Background: an optimization exercise with open tools, aiming at small area, a short achievable clock period and few clock cycles per item. Do not read the settings as production practice.
At most, simulation tests tie the RTL to the original design; equivalence was not proved.

// logarithm
module logarithm #(
	parameter n = 16,
	parameter m = 24,
	parameter k = 5 ,
	parameter p = 24
) (
	input        clk  ,  
	input        reset,  
	input        start,
	input  [0:n] x    ,
	output [1:p] y    ,
	output       done
);
	reg  [23:0] f;
	wire s1;
	wire c2;
	wire s3;
	wire c4;
	wire s5;
	wire c6;
	wire s7;
	wire c8;
	wire s9;
	wire c10;
	wire s11;
	wire c12;
	wire s13;
	wire c14;
	wire s15;
	wire c16;
	wire s17;
	wire c18;
	wire s19;
	wire c20;
	wire s21;
	wire c22;
	wire s23;
	wire c24;
	wire s25;
	wire c26;
	wire s27;
	wire c28;
	wire s29;
	wire c30;
	wire s31;
	wire c32;
	wire s33;
	wire c34;
	wire s35;
	wire c36;
	wire s37;
	wire c38;
	wire s39;
	wire c40;
	wire s41;
	wire c42;
	wire s43;
	wire c44;
	wire s45;
	wire c46;
	wire s47;
	wire c48;
	wire s49;
	wire c50;
	wire s51;
	wire c52;
	wire s53;
	wire c54;
	wire s55;
	wire c56;
	wire s57;
	wire c58;
	wire s59;
	wire c60;
	wire s61;
	wire c62;
	wire s63;
	wire c64;
	wire s65;
	wire c66;
	wire s67;
	wire c68;
	wire s69;
	wire c70;
	wire s71;
	wire c72;
	wire s73;
	wire c74;
	wire s75;
	wire c76;
	wire s77;
	wire c78;
	wire s79;
	wire c80;
	wire s81;
	wire c82;
	wire s83;
	wire c84;
	wire s85;
	wire c86;
	wire s87;
	wire c88;
	wire s89;
	wire c90;
	wire s91;
	wire c92;
	wire s93;
	wire c94;
	wire s95;
	wire c96;
	wire s97;
	wire c98;
	wire s99;
	wire c100;
	wire s101;
	wire c102;
	wire s103;
	wire c104;
	wire s105;
	wire c106;
	wire s107;
	wire c108;
	wire s109;
	wire c110;
	wire s111;
	wire c112;
	wire s113;
	wire c114;
	wire s115;
	wire c116;
	wire s117;
	wire c118;
	wire s119;
	wire c120;
	wire s121;
	wire c122;
	wire s123;
	wire c124;
	wire s125;
	wire c126;
	wire s127;
	wire c128;
	wire s129;
	wire c130;
	wire s131;
	wire c132;
	wire s133;
	wire c134;
	wire s135;
	wire c136;
	wire s137;
	wire c138;
	wire s139;
	wire c140;
	wire s141;
	wire c142;
	wire s143;
	wire c144;
	wire s145;
	wire c146;
	wire s147;
	wire c148;
	wire s149;
	wire c150;
	wire s151;
	wire c152;
	wire s153;
	wire c154;
	wire s155;
	wire c156;
	wire s157;
	wire c158;
	wire s159;
	wire c160;
	wire s161;
	wire c162;
	wire s163;
  ...
==> flow/config.mk <==
export PLATFORM = sky130hd
export DESIGN_NAME = logarithm
export DESIGN_NICKNAME = logarithm
export VERILOG_FILES = /design/flow/design.v
export SDC_FILE = /design/flow/constraint.sdc
export NUM_CORES = 4
export LEC_CHECK = 0
export CAP_MARGIN = 20
export CORE_MARGIN = 2
export CORE_UTILIZATION = 40
export CTS_BUF_LIST = sky130_fd_sc_hd__clkbuf_4 sky130_fd_sc_hd__clkbuf_8
export SETUP_SLACK_MARGIN = 3.8
export SLEW_MARGIN = 60
export SYNTH_HIERARCHICAL = 1
export SYNTH_MINIMUM_KEEP_SIZE = 0
==> flow/constraint.sdc <==
create_clock -name core_clock -period 9.0 [get_ports {clk}]
set_input_delay 1.8000 -clock core_clock [delete_from_list [all_inputs] [get_ports {clk}]]
set_output_delay 1.8000 -clock core_clock [all_outputs]
set_load 0.01 [all_outputs]
standard.sh (not shown) runs the stock make flow with config.mk's settings and CLKGATE_MAP_FILE= SYNTH_SCRIPT=/design/flow/synth_recipe.tcl, a recipe that flattens the netlist after the stock synthesis.
==> flow/flow/run.sh <==
#!/bin/bash
# Standard layout, with the smallest buffer on the ports instead of the
# delay buffer that buffer_ports picks by default.
set -e
export BUFFER_PORTS_ARGS="-buffer_cell sky130_fd_sc_hd__buf_1"
bash standard.sh finish > standard_flow.log 2>&1
Edit:
--- a/flow/design.v
+++ b/flow/design.v
@@ -1572,24 +1572,29 @@
 	log_xor u_sum45 (pp_[45], cy[45], t[45]);
 	log_xor u_sum46 (pp_[46], cy[46], t[46]);
 	log_xor u_sum47 (pp_[47], cy[47], t[47]);
 	log_xor u_sum48 (pp_[48], cy[48], t[48]);
 	log_xor u_sum49 (pp_[49], cy[49], t[49]);
 	assign t[23:0] = 24'd0;
 	wire [25:0] s  = t[49:24];
 	wire        b  = f >= 24'd6949351;
-	wire ge1 = f >= 24'd3174369;
-	wire ge2 = b;
-	wire ge3 = f >= 24'd11438586;
-	wire tb0 = ge2;
-	wire tb1 = (tb0 ? ge3 : ge1);
-	wire [1:0] tbits = {tb0, tb1};
-	reg  [22:0] sr;          
-	wire        dn = sr[22];
+	wire ge1 = f >= 24'd1518468;
+	wire ge2 = f >= 24'd3174369;
+	wire ge3 = f >= 24'd4980142;
+	wire ge4 = b;
+	wire ge5 = f >= 24'd9096789;
+	wire ge6 = f >= 24'd11438586;
+	wire ge7 = f >= 24'd13992335;
+	wire tb0 = ge4;
+	wire tb1 = (tb0 ? ge6 : ge2);
+	wire tb2 = (tb0 ? (tb1 ? ge7 : ge5) : (tb1 ? ge3 : ge1));
+	wire [2:0] tbits = {tb0, tb1, tb2};
+	reg  [21:0] sr;          
+	wire        dn = sr[21];
 	wire        sh = ~dn & b;      
 	wire        sk = ~dn & ~b;     
 	wire        hd = dn & ~start;  
 	wire [23:0] fh;
 	log_and u_hold0 (hd, f[0], fh[0]);
 	log_and u_hold1 (hd, f[1], fh[1]);
 	log_and u_hold2 (hd, f[2], fh[2]);
 	log_and u_hold3 (hd, f[3], fh[3]);
@@ -1637,26 +1642,26 @@
 	log_a22oi u_sel20 (sh, s[21], sk, s[20], fs[20]);
 	log_a22oi u_sel21 (sh, s[22], sk, s[21], fs[21]);
 	log_a22oi u_sel22 (sh, s[23], sk, s[22], fs[22]);
 	log_a22oi u_sel23 (sh, s[25], sk, s[23], fs[23]);
 	always @(posedge clk)
 		f <= ~fs | fh | ({24{start & x[0]}} & {x[1:n], {(m-n){1'b0}}});
 	always @(posedge clk or negedge reset) begin
 		if (~reset)
-			sr[22] <= 1'b1;
+			sr[21] <= 1'b1;
 		else if (start | ~dn)
-			sr[22] <= start ? 1'b0 : sr[21];
+			sr[21] <= start ? 1'b0 : sr[20];
 	end
 	always @(posedge clk) begin
 		if (start | ~dn)
-			sr[21:0] <= start ? 22'd1 : {sr[20:0], b};
+			sr[20:0] <= start ? 21'd1 : {sr[19:0], b};
 	end
 	assign done = dn;
-	assign y    = {sr[21:0], tbits};
+	assign y    = {sr[20:0], tbits};
 endmodule
 module log_fa (input a, input b, input c, output s, output co);
 	assign s  = a ^ b ^ c;
 	assign co = (a & b) | (a & c) | (b & c);
 endmodule
 module log_xor (input a, input b, output y);
 	assign y = a ^ b;
 endmodule
Fmax rises by 0.68%.
Die area rises by 2.5%.
Setup slack improves by 34 ps.
Routed wire length rises by 8.0%.
Synthesized area rises by 2.6%.
Hold slack improves by 30 ps.
Global-route usage rises by 1.2 points.
Register-to-register slack improves by 30 ps.
Testbench counts after the change, summed over its fixed seeds: cycles 36,800, items 1,600.
For the first run of this note, only the layout was checked, not whether the RTL still works.

re-timing with driven ports:
The results above use ideal ports. As a check the final layouts listed here were re-extracted and re-timed, cells and wires unchanged.
Step 1 sets driving cells, clkbuf_16 on the clock port and buf_2 on the other inputs (assumed; they add their load-dependent delay and slew).
Step 2 times the ports against the registers' clock, not the clock port: input delays grow and output delays shrink by t, the midpoint of the rising clock arrivals with the driver on.
a / b / c = ideal / step 1 / step 2; a / b = the first two.
| run | t, ns | setup slack, ns | hold slack, ns | worst setup path at the end | worst data-port slew with drivers (ns) |
|---|---|---|---|---|---|
| the first run | 0.339 | 4.042 / 4.042 / 4.042 | 0.514 / 0.514 / 0.514 | register to register | 0.05 |
| the second run | 0.344 | 4.076 / 4.076 / 4.076 | 0.545 / 0.545 / 0.545 | register to register | 0.05 |
After both steps setup and hold are still met in every run listed.
